Context: an optimization exercise on an open-source flow, tuned for small area and a short achievable clock period. The choices shown serve that exercise and are no tape-out recipe.
Function not checked in this run: the RTL went through the layout flow alone.
Power figures rest on the tool's default switching activity, not on a simulated workload.

===== run.sh =====
#!/bin/bash
# synth_recipe.tcl (not shown) runs the flow's synth.tcl, then flattens the netlist and writes it again
# the make line also repeats each setting of config.mk as NAME=value (left out here)
make -C /OpenROAD-flow-scripts/flow DESIGN_CONFIG=/design/flow/config.mk WORK_HOME=/design/flow/orfs CLKGATE_MAP_FILE= SYNTH_SCRIPT=/design/flow/synth_recipe.tcl finish

===== config.mk =====
export PLATFORM = sky130hd
export DESIGN_NAME = fir_filter
export DESIGN_NICKNAME = fir_filter
export VERILOG_FILES = /design/flow/design.v
export SDC_FILE = /design/flow/constraint.sdc
export NUM_CORES = 4
export LEC_CHECK = 0
export CAP_MARGIN = 20
export CORE_MARGIN = 2
export CORE_UTILIZATION = 65
export CTS_BUF_LIST = sky130_fd_sc_hd__clkbuf_4 sky130_fd_sc_hd__clkbuf_8
export SETUP_SLACK_MARGIN = 4.0
export SLEW_MARGIN = 20
export SYNTH_HIERARCHICAL = 1

===== constraint.sdc =====
create_clock -name core_clock -period 11.0 [get_ports {clk}]
set_input_delay 2.2000 -clock core_clock [delete_from_list [all_inputs] [get_ports {clk}]]
set_output_delay 2.2000 -clock core_clock [all_outputs]
set_load 0.01 [all_outputs]

===== design.v =====
module fir_filter (
    data_in, data_out, clk, rst
);
    output [17:0] data_out;
    input  [7:0]  data_in;
    input         clk, rst;
    wire [7:0] d = data_in;
    reg  [7:0]  x1, x2, x3, x4, x5, x6, x7;
    reg  [17:0] s;
    wire p1, p2;
    fa u_p1 (.a(x2[0]), .b(x4[0]), .c(x6[0]), .s(p1), .co(p2));
    wire p3, p4;
    fa u_p3 (.a(x2[1]), .b(x4[1]), .c(x6[1]), .s(p3), .co(p4));
    wire p5, p6;
    fa u_p5 (.a(x7[1]), .b(p2), .c(p3), .s(p5), .co(p6));
    wire p7, p8;
    fa u_p7 (.a(x2[2]), .b(x4[2]), .c(x6[2]), .s(p7), .co(p8));
    wire p9, p10;
    fa u_p9 (.a(x7[2]), .b(p4), .c(p7), .s(p9), .co(p10));
    wire p11, p12;
    fa u_p11 (.a(x2[3]), .b(x4[3]), .c(x6[3]), .s(p11), .co(p12));
    wire p13, p14;
    fa u_p13 (.a(x7[3]), .b(p8), .c(p11), .s(p13), .co(p14));
    wire p15, p16;
    fa u_p15 (.a(x2[4]), .b(x4[4]), .c(x6[4]), .s(p15), .co(p16));
    wire p17, p18;
    fa u_p17 (.a(x7[4]), .b(p12), .c(p15), .s(p17), .co(p18));
    wire p19, p20;
    fa u_p19 (.a(x2[5]), .b(x4[5]), .c(x6[5]), .s(p19), .co(p20));
    wire p21, p22;
    fa u_p21 (.a(x7[5]), .b(p16), .c(p19), .s(p21), .co(p22));
    wire p23, p24;
    fa u_p23 (.a(x2[6]), .b(x4[6]), .c(x6[6]), .s(p23), .co(p24));
    wire p25, p26;
    fa u_p25 (.a(x7[6]), .b(p20), .c(p23), .s(p25), .co(p26));
    wire p27, p28;
    fa u_p27 (.a(x2[7]), .b(x4[7]), .c(x6[7]), .s(p27), .co(p28));
    wire p29, p30;
    fa u_p29 (.a(x7[7]), .b(p24), .c(p27), .s(p29), .co(p30));
    wire [10:0] P = {1'b0, 1'b0, p28, p26, p22, p18, p14, p10, p6, p5, x7[0]} + {1'b0, 1'b0, p30, p29, p25, p21, p17, p13, p9, 1'b0, p1};
    wire t1 = ~(~x3[0] ^ ~P[0]);
    wire t2 = ~x3[0] | ~P[0];
    wire t3 = ~(x7[0] ^ ~x3[1]);
    wire t4 = x7[0] | ~x3[1];
    wire t5, t6;
    fa u_t5 (.a(t3), .b(~P[1]), .c(t2), .s(t5), .co(t6));
    wire t7, t8;
    fa u_t7 (.a(x7[1]), .b(x7[0]), .c(~x3[2]), .s(t7), .co(t8));
    wire t9, t10;
    fa u_t9 (.a(t4), .b(t7), .c(~P[2]), .s(t9), .co(t10));
    wire t11, t12;
    fa u_t11 (.a(~d[2]), .b(t9), .c(t6), .s(t11), .co(t12));
    wire t13, t14;
    fa u_t13 (.a(x7[2]), .b(x7[1]), .c(~x3[3]), .s(t13), .co(t14));
    wire t15, t16;
    fa u_t15 (.a(t8), .b(t13), .c(~P[3]), .s(t15), .co(t16));
    wire t17, t18;
    fa u_t17 (.a(~d[3]), .b(t10), .c(t15), .s(t17), .co(t18));
    wire t19, t20;
    fa u_t19 (.a(x7[3]), .b(x7[2]), .c(~x3[4]), .s(t19), .co(t20));
    wire t21, t22;
    fa u_t21 (.a(t14), .b(t19), .c(P[0]), .s(t21), .co(t22));
    wire t23, t24;
    fa u_t23 (.a(~P[4]), .b(d[0]), .c(t21), .s(t23), .co(t24));
    wire t25, t26;
    fa u_t25 (.a(~d[4]), .b(t16), .c(t23), .s(t25), .co(t26));
    wire t27, t28;
    fa u_t27 (.a(x7[4]), .b(x7[3]), .c(~x3[5]), .s(t27), .co(t28));
    wire t29, t30;
    fa u_t29 (.a(t20), .b(t27), .c(P[1]), .s(t29), .co(t30));
    wire t31, t32;
    fa u_t31 (.a(~P[5]), .b(d[1]), .c(t22), .s(t31), .co(t32));
    wire t33, t34;
    fa u_t33 (.a(t29), .b(~d[5]), .c(t24), .s(t33), .co(t34));
    wire t35, t36;
    fa u_t35 (.a(t31), .b(t26), .c(t33), .s(t35), .co(t36));
    wire t37, t38;
    fa u_t37 (.a(x7[5]), .b(x7[4]), .c(~x3[6]), .s(t37), .co(t38));
    wire t39, t40;
    fa u_t39 (.a(t28), .b(t37), .c(P[0]), .s(t39), .co(t40));
    wire t41, t42;
    fa u_t41 (.a(P[2]), .b(~P[6]), .c(d[0]), .s(t41), .co(t42));
    wire t43, t44;
    fa u_t43 (.a(d[2]), .b(t30), .c(t39), .s(t43), .co(t44));
    wire t45, t46;
    fa u_t45 (.a(~d[6]), .b(t32), .c(t41), .s(t45), .co(t46));
    wire t47, t48;
    fa u_t47 (.a(t43), .b(t34), .c(t45), .s(t47), .co(t48));
    wire t49, t50;
    fa u_t49 (.a(x7[6]), .b(x7[5]), .c(~x3[7]), .s(t49), .co(t50));
    wire t51, t52;
    fa u_t51 (.a(t38), .b(t49), .c(P[1]), .s(t51), .co(t52));
    wire t53, t54;
    fa u_t53 (.a(P[3]), .b(~P[7]), .c(d[1]), .s(t53), .co(t54));
    wire t55, t56;
    fa u_t55 (.a(d[3]), .b(t40), .c(t51), .s(t55), .co(t56));
    wire t57, t58;
    fa u_t57 (.a(~d[7]), .b(t42), .c(t44), .s(t57), .co(t58));
    wire t59, t60;
    fa u_t59 (.a(t53), .b(t55), .c(t46), .s(t59), .co(t60));
    wire t61, t62;
    fa u_t61 (.a(t57), .b(t48), .c(t59), .s(t61), .co(t62));
    wire t63, t64;
    fa u_t63 (.a(x3[0]), .b(x7[7]), .c(x7[6]), .s(t63), .co(t64));
    wire t65, t66;
    fa u_t65 (.a(t63), .b(t50), .c(P[2]), .s(t65), .co(t66));
    wire t67, t68;
    fa u_t67 (.a(P[4]), .b(~P[8]), .c(d[2]), .s(t67), .co(t68));
    wire t69, t70;
    fa u_t69 (.a(d[4]), .b(t52), .c(t65), .s(t69), .co(t70));
    wire t71, t72;
    fa u_t71 (.a(t54), .b(t56), .c(t67), .s(t71), .co(t72));
    wire t73, t74;
    fa u_t73 (.a(t69), .b(t58), .c(t71), .s(t73), .co(t74));
    wire t75, t76;
    fa u_t75 (.a(t60), .b(t73), .c(t62), .s(t75), .co(t76));
    wire t77 = ~(x3[1] ^ x7[7]);
    wire t78 = x3[1] | x7[7];
    wire t79, t80;
    fa u_t79 (.a(t77), .b(t64), .c(P[3]), .s(t79), .co(t80));
    wire t81, t82;
    fa u_t81 (.a(P[5]), .b(~P[9]), .c(d[3]), .s(t81), .co(t82));
    wire t83, t84;
    fa u_t83 (.a(d[5]), .b(t66), .c(t79), .s(t83), .co(t84));
    wire t85, t86;
    fa u_t85 (.a(t68), .b(t70), .c(t81), .s(t85), .co(t86));
    wire t87, t88;
    fa u_t87 (.a(t83), .b(t72), .c(t85), .s(t87), .co(t88));
    wire t89, t90;
    fa u_t89 (.a(t74), .b(t87), .c(t76), .s(t89), .co(t90));
    wire t91 = ~(x3[2] ^ t78);
    wire t92 = x3[2] | t78;
    wire t93, t94;
    fa u_t93 (.a(t91), .b(P[4]), .c(P[6]), .s(t93), .co(t94));
    wire t95, t96;
    fa u_t95 (.a(~P[10]), .b(d[4]), .c(d[6]), .s(t95), .co(t96));
    wire t97, t98;
    fa u_t97 (.a(t80), .b(t93), .c(t82), .s(t97), .co(t98));
    wire t99, t100;
    fa u_t99 (.a(t84), .b(t95), .c(t86), .s(t99), .co(t100));
    wire t101, t102;
    fa u_t101 (.a(t97), .b(t88), .c(t99), .s(t101), .co(t102));
    wire t103, t104;
    fa u_t103 (.a(x3[3]), .b(t92), .c(P[5]), .s(t103), .co(t104));
    wire t105, t106;
    fa u_t105 (.a(P[7]), .b(d[5]), .c(d[7]), .s(t105), .co(t106));
    wire t107, t108;
    fa u_t107 (.a(t94), .b(t103), .c(t96), .s(t107), .co(t108));
    wire t109, t110;
    fa u_t109 (.a(t105), .b(t98), .c(t107), .s(t109), .co(t110));
    wire t111, t112;
    fa u_t111 (.a(t100), .b(t109), .c(t102), .s(t111), .co(t112));
    wire t113 = ~(x3[4] ^ P[6]);
    wire t114 = x3[4] | P[6];
    wire t115, t116;
    fa u_t115 (.a(P[8]), .b(t113), .c(d[6]), .s(t115), .co(t116));
    wire t117, t118;
    fa u_t117 (.a(t104), .b(t106), .c(t115), .s(t117), .co(t118));
    wire t119, t120;
    fa u_t119 (.a(t108), .b(t117), .c(t110), .s(t119), .co(t120));
    wire t121 = ~(x3[5] ^ P[7]);
    wire t122 = x3[5] | P[7];
    wire t123, t124;
    fa u_t123 (.a(P[9]), .b(t114), .c(t121), .s(t123), .co(t124));
    wire t125, t126;
    fa u_t125 (.a(d[7]), .b(t123), .c(t116), .s(t125), .co(t126));
    wire t127, t128;
    fa u_t127 (.a(t118), .b(t125), .c(t120), .s(t127), .co(t128));
    wire t129 = ~(x3[6] ^ P[8]);
    wire t130 = x3[6] | P[8];
    wire t131, t132;
    fa u_t131 (.a(P[10]), .b(t122), .c(t129), .s(t131), .co(t132));
    wire t133, t134;
    fa u_t133 (.a(t124), .b(t131), .c(t126), .s(t133), .co(t134));
    wire t135 = ~(x3[7] ^ P[9]);
    wire t136 = x3[7] | P[9];
    wire t137, t138;
    fa u_t137 (.a(t130), .b(t135), .c(t132), .s(t137), .co(t138));
    wire t139 = ~(P[10] ^ t136);
    wire t140 = P[10] | t136;
    wire [17:0] s_next = {1'b1, t139, t137, t133, t127, t119, t111, t101, t89, t75, t61, t36, t35, t18, t17, t11, ~d[1], t1} + {t140, t138, t134, t128, 1'b0, t112, 1'b0, t90, 1'b0, 1'b0, 1'b0, t47, 1'b0, t25, t12, 1'b0, t5, ~d[0]};
    wire o1, o2;
    fa u_o1 (.a(s[2]), .b(d[2]), .c(d[0]), .s(o1), .co(o2));
    wire o3, o4;
    fa u_o3 (.a(s[3]), .b(d[3]), .c(d[1]), .s(o3), .co(o4));
    wire o5, o6;
    fa u_o5 (.a(s[4]), .b(d[4]), .c(d[2]), .s(o5), .co(o6));
    wire o7, o8;
    fa u_o7 (.a(d[0]), .b(o4), .c(o5), .s(o7), .co(o8));
    wire o9, o10;
    fa u_o9 (.a(s[5]), .b(d[5]), .c(d[3]), .s(o9), .co(o10));
    wire o11, o12;
    fa u_o11 (.a(d[1]), .b(o6), .c(o9), .s(o11), .co(o12));
    wire o13, o14;
    fa u_o13 (.a(s[6]), .b(d[6]), .c(d[4]), .s(o13), .co(o14));
    wire o15, o16;
    fa u_o15 (.a(d[2]), .b(d[0]), .c(o10), .s(o15), .co(o16));
    wire o17, o18;
    fa u_o17 (.a(o13), .b(o12), .c(o15), .s(o17), .co(o18));
    wire o19, o20;
    fa u_o19 (.a(s[7]), .b(d[7]), .c(d[5]), .s(o19), .co(o20));
    wire o21, o22;
    fa u_o21 (.a(d[3]), .b(d[1]), .c(o14), .s(o21), .co(o22));
    wire o23, o24;
    fa u_o23 (.a(o19), .b(o16), .c(o21), .s(o23), .co(o24));
    wire o25, o26;
    fa u_o25 (.a(s[8]), .b(d[6]), .c(d[4]), .s(o25), .co(o26));
    wire o27, o28;
    fa u_o27 (.a(d[2]), .b(o20), .c(o25), .s(o27), .co(o28));
    wire o29, o30;
    fa u_o29 (.a(o22), .b(o27), .c(o24), .s(o29), .co(o30));
    wire o31, o32;
    fa u_o31 (.a(s[9]), .b(d[7]), .c(d[5]), .s(o31), .co(o32));
    wire o33, o34;
    fa u_o33 (.a(d[3]), .b(o26), .c(o31), .s(o33), .co(o34));
    wire o35, o36;
    fa u_o35 (.a(o28), .b(o33), .c(o30), .s(o35), .co(o36));
    wire o37, o38;
    fa u_o37 (.a(s[10]), .b(d[6]), .c(d[4]), .s(o37), .co(o38));
    wire o39, o40;
    fa u_o39 (.a(o32), .b(o37), .c(o34), .s(o39), .co(o40));
    wire o41, o42;
    fa u_o41 (.a(s[11]), .b(d[7]), .c(d[5]), .s(o41), .co(o42));
    wire o43, o44;
    fa u_o43 (.a(o38), .b(o41), .c(o40), .s(o43), .co(o44));
    wire o45, o46;
    fa u_o45 (.a(s[12]), .b(d[6]), .c(o42), .s(o45), .co(o46));
    wire o47, o48;
    fa u_o47 (.a(s[13]), .b(d[7]), .c(o46), .s(o47), .co(o48));
    assign data_out = {s[17], s[16], s[15], s[14], o47, o45, o43, o39, o35, o29, o18, o17, o8, o7, o2, o1, s[1], s[0]} + {1'b0, 1'b0, 1'b0, o48, 1'b0, o44, 1'b0, o36, 1'b0, 1'b0, o23, 1'b0, o11, 1'b0, o3, 1'b0, d[1], d[0]};
    always @(posedge clk)
        if (rst) begin
            x1 <= 8'd0; x2 <= 8'd0; x3 <= 8'd0; x4 <= 8'd0;
            x5 <= 8'd0; x6 <= 8'd0; x7 <= 8'd0;
            s <= 18'd0;
        end else begin
            x1 <= d; x2 <= x1; x3 <= x2; x4 <= x3;
            x5 <= x4; x6 <= x5; x7 <= x6;
            s <= s_next;
        end
endmodule
module fa (input a, input b, input c, output s, output co);
    assign s = a ^ b ^ c;
    assign co = (a & b) | (a & c) | (b & c);
endmodule
module ha (input a, input b, output s, output co);
    assign s = a ^ b;
    assign co = a & b;
endmodule

==> run notes <==
==> cell usage in the layout (no fill, tap or decap), types with 4 or more instances in the layout <==
| cell type | n |
|---|---|
| nand2_1 | 16 |
| nand3_1 | 4 |
| nand2b_1 | 6 |
| o21ai_0 | 5 |
| xnor2_1 | 18 |
| nand4_1 | 4 |
| xor2_1 | 10 |
| fa_1 | 93 |
| nor3_1 | 6 |
| a21oi_1 | 12 |
| buf_6 | 7 |
| nor2_1 | 37 |
| dfxtp_1 | 74 |
| buf_2 | 10 |
| clkdlybuf4s50_1 | 8 |
| a31oi_1 | 5 |
| fa_2 | 9 |
| ha_1 | 32 |
| nor2b_1 | 45 |
| inv_1 | 48 |
| buf_4 | 20 |
| clkbuf_8 | 10 |
==> per-module statistics from Yosys, one instance, submodules excluded <==
module      flip-flops and latches  cells
fir_filter                      74    396
fa                               0      1
==> cell families after synthesis <==
| logic type | count (synthesis) | synth area share |
|---|---|---|
| adder cells (fa/ha/maj) | 137 | 0.4398 |
| AND/OR/NAND/NOR | 135 | 0.1267 |
| flip-flops | 74 | 0.2627 |
| buffers and inverters | 57 | 0.03816 |
| AO/OA/AOI/OAI | 55 | 0.07367 |
| XOR/XNOR | 33 | 0.05125 |
| multiplexers | 3 | 0.006434 |
| other | 2 | 0.001332 |
==> layer usage <==
metal	wire length, µm	share of wire
met5	0	0
met4	143	0.013
met3	342	0.030
met2	5756	0.51
met1	5005	0.45
==> repair_timing <==
| item | 4_1_cts | 5_1_grt |
|---|---|---|
| endpoints found under the setup margin | 14 | 16 |
| hold endpoints to repair | 0 | 0 |
| gates resized for setup | 107 | 17 |
| pin swaps | 15 | 7 |
| setup buffers | 20 | 3 |
==> sequential cells by signal, summed over array words and instances (netlist names) <==
name and flops:
x3 8, x5 8, s 18, x1 8, x6 8, x4 8
x2 8, x7 8
==> synth_stat cells (8+ instances only) <==
library cell / instances
a21oi_1: 12
inv_1: 48
nor2b_1: 45
clkbuf_1: 8
xnor2_1: 21
ha_1: 35
a31oi_1: 8
xor2_1: 12
dfxtp_1: 74
fa_1: 102
nand2_1: 17
nor2_1: 38
==> worst max path at each step <==
| stage | endpoint | cells after the start | slack (ns) | startpoint |
|---|---|---|---|---|
| after floorplan | data_out[17] | 11 | 3.61 | data_in[6] |
| after global placement | data_out[17] | 13 | 2.29 | data_in[6] |
| after detailed placement | data_out[17] | 13 | 2.19 | data_in[6] |
| after CTS | data_out[17] | 13 | 3.45 | data_in[6] |
| after global routing | data_out[17] | 13 | 3.30 | data_in[6] |
| final | data_out[17] | 13 | 3.41 | data_in[6] |
==> final cells by class <==
cell class,instances,area (µm²)
multi-input cells,365,4153
fillers,531,1734
flip-flops and latches,74,1481
repair buffers,51,450.4
inverters,48,180.2
clock buffers,10,137.6
well taps,105,131.4
clock inverters,5,31.28
==> metrics by stage <==
stage | instances | setup slack (ns) | utilization
detailed placement | 620 | 2.191 | 0.7300
global route | 658 | 3.300 | 0.7910
floorplan | 496 | 3.609 | -
CTS | 655 | 3.453 | 0.7781
global placement | 620 | 2.286 | 0.7300
finish | 658 | 3.415 | 0.7910
==> power by group through the flow <==
stage / registers [W] / logic, W / clock network [W]
finish: 0.000317 / 0.00132 / 0.000183
global route: 0.000320 / 0.00143 / 0.000200
CTS: 0.000317 / 0.00124 / 0.000188
detailed placement: 0.000322 / 0.00115 / 0
global placement: 0.000323 / 0.00111 / 0
floorplan: 0.000317 / 0.000797 / 0
==> summary.txt <==
Floorplanning
  • Die area: 0.009437 mm²
  • Row cnt: 33
  • Die W: 97.15 µm
  • Vert. Die Dim: 97.15 µm
  • Starting density of the core: 0.6795
  • Core box area: 0.008299 mm²
  • Io pins: 28

Job
  • Max cap viols: 0

Drt
  • Iter 0 DRT Violations: 113
  • Vias per inst: 5.609
  • Drt wl/cell: 17.09 µm
  • Antenna Nets Post-Route: 0
  • Drc violations: 0
  • Via count: 3691
  • Detailed Route WL: 11250 µm
  • DRT Pass-1 Iters: 4

Placed design
  • Buffers on Ports: 27
  • Gpl congestion: 0.8123
  • Post-DP Area: 0.006058 mm²
  • Final HPWL DP: 8451 µm

Synth
  • Post-synth EDFFs: 0
  • Async SR Flop Fraction: 0
  • Synth Instances: 496
  • Register area share after synthesis: 0.2627
  • Synthesized net count: 643
  • Synthesized flop and latch total: 74
  • Post-synth top area share: 0.3621
  • Synth warnings: 7
  • Mapped Area: 0.005639 mm²
  • Avg Inst Size Synth: 11.37 µm²
  • Post-synth top area cell: fa_1
  • Ranking of synthesized cells by area: fa_1 (36%), dfxtp_1 (26%), ha_1 (7.8%)
  • Synth cell types: 54
  • Ys flop type: dfxtp_1

Critical path
  • Critical-path cell list: buf_12 -> fa_2 -> fa_1 -> fa_2 -> fa_2 -> fa_2 -> ha_4 -> a31o_1 -> a31oi_4 -> nor3_1 -> a311oi_2 -> o211ai_1 -> buf_2
  • CP dominant cell by count: fa_2
  • Reg2Reg Depth: 20
  • Buf/Inv on CP: 2
  • CP max stage delay: 0.46 ns
  • Crit Path Category: primary input to primary output
  • R2R setup slack: 4.27 ns
  • Worst-path maximum fanout: 4
  • Slowest cell on the critical path: fa_1
  • Origin of the critical flop-to-flop path: x2[2]
  • R2r endpoint: s[16]
  • CP startpoint kind: primary input
  • CP arrival: 5.39 ns
  • CP top delay family: adder cells
  • Endpoint type of the worst setup path: primary output
  • Worst path required time: 8.80 ns

Final layout
  • Area Overhead vs Synth: 16.42%
  • N_diodes: 0
  • Nets@finish: 696
  • Design area: 0.006565 mm²
  • Share of layout cells above drive strength 1: 0.1772

Timing
  • Final hold vios: 0
  • F_max: 131.8 MHz
  • # setup viols final: 0
  • Slew @ Worst Pin: 0.7227 ns
  • Max Slew Vio Count: 0
  • Final min period: 7.585 ns
  • Clock Skew: 0.007950 ns
  • Total Neg Setup Slack: 0 ns
  • RSZ-0062 raised after global routing: yes
  • Normalized max-slew margin: 0.5182
  • Hold WS: 0.4335 ns
  • Fin crit share: 0.6895

Min path
  • Hold endpoint: x6[5]
  • Hold Path Origin: x5[5]
  • Min-Delay Path Depth: 1
  • Worst hold path type: flip-flop to flip-flop

Global route
  • Largest net degree at the start of global routing: 79
  • Number of global-route vias before repair: 3909
  • Global routing usage on met3: 0.04820
  • Congestion Overflow GR: 0
  • First-pass GRT wire length: 18650 µm
  • Initial antenna violation count: 0
  • GRT Total Usage: 0.2527
  • Met1 GRT Util: 0.3448
  • Busiest grt layer: met2
  • Grt met2 use: 0.4209

Power and ir drop
  • Switch Pwr: 0.0007905 W
  • Cell area power density: 277.3 mW/mm²
  • Final Total Pwr: 0.001821 W
  • Flop pwr share: 0.174
  • Switching Share: 0.4341
  • Leakage: 2.771 nW
  • Maximum vdd ir drop: 0.2573 mV
  • Clock network fraction of design power: 0.101
  • Internal power: 0.001030 W
  • Comb pwr share: 0.725

Clock tree
  • Clk buf depth: 2
  • H-tree levels: 3
  • Clock Tree Root: clkbuf_8
  • Hold_buf cts: 0
  • Clock latency on the worst-skew pair: 0.35 ns
  • TritonCTS Buffers: 9
  • Clk sink count: 74
  • Reg clk slew, reported paths: 0.08 ns
  • TritonCTS clock tree: yes

Outcome
  • Status: no timing/DRC/antenna violations

[port drivers added, routing unchanged]
How much do the figures lean on ideal ports? The routed layout below was timed once more, with nothing changed but the port constraints. Step 1 (the two cells are an assumption about what drives the block):
set clk [get_ports {clk}]
set_driving_cell -lib_cell sky130_fd_sc_hd__clkbuf_16 $clk
set_driving_cell -lib_cell sky130_fd_sc_hd__buf_2 [delete_from_list [all_inputs] $clk]
Step 2, shift: input delay + t, output delay - t, t = (earliest + latest rising clock arrival at the registers) / 2. This alone moves slack from input paths to output paths. Slacks: ideal / step 1 / step 2; pairs: ideal / step 1.
t (ns): 0.382
setup slack, ns: 3.415 / 3.368 / 3.368
worst setup path at the end: input to output
pins driven straight from the clock port: 1
After both steps this run still meets setup and hold. The setup slack of this run moves by -0.047 ns with the drivers and by -0.047 ns with both steps.
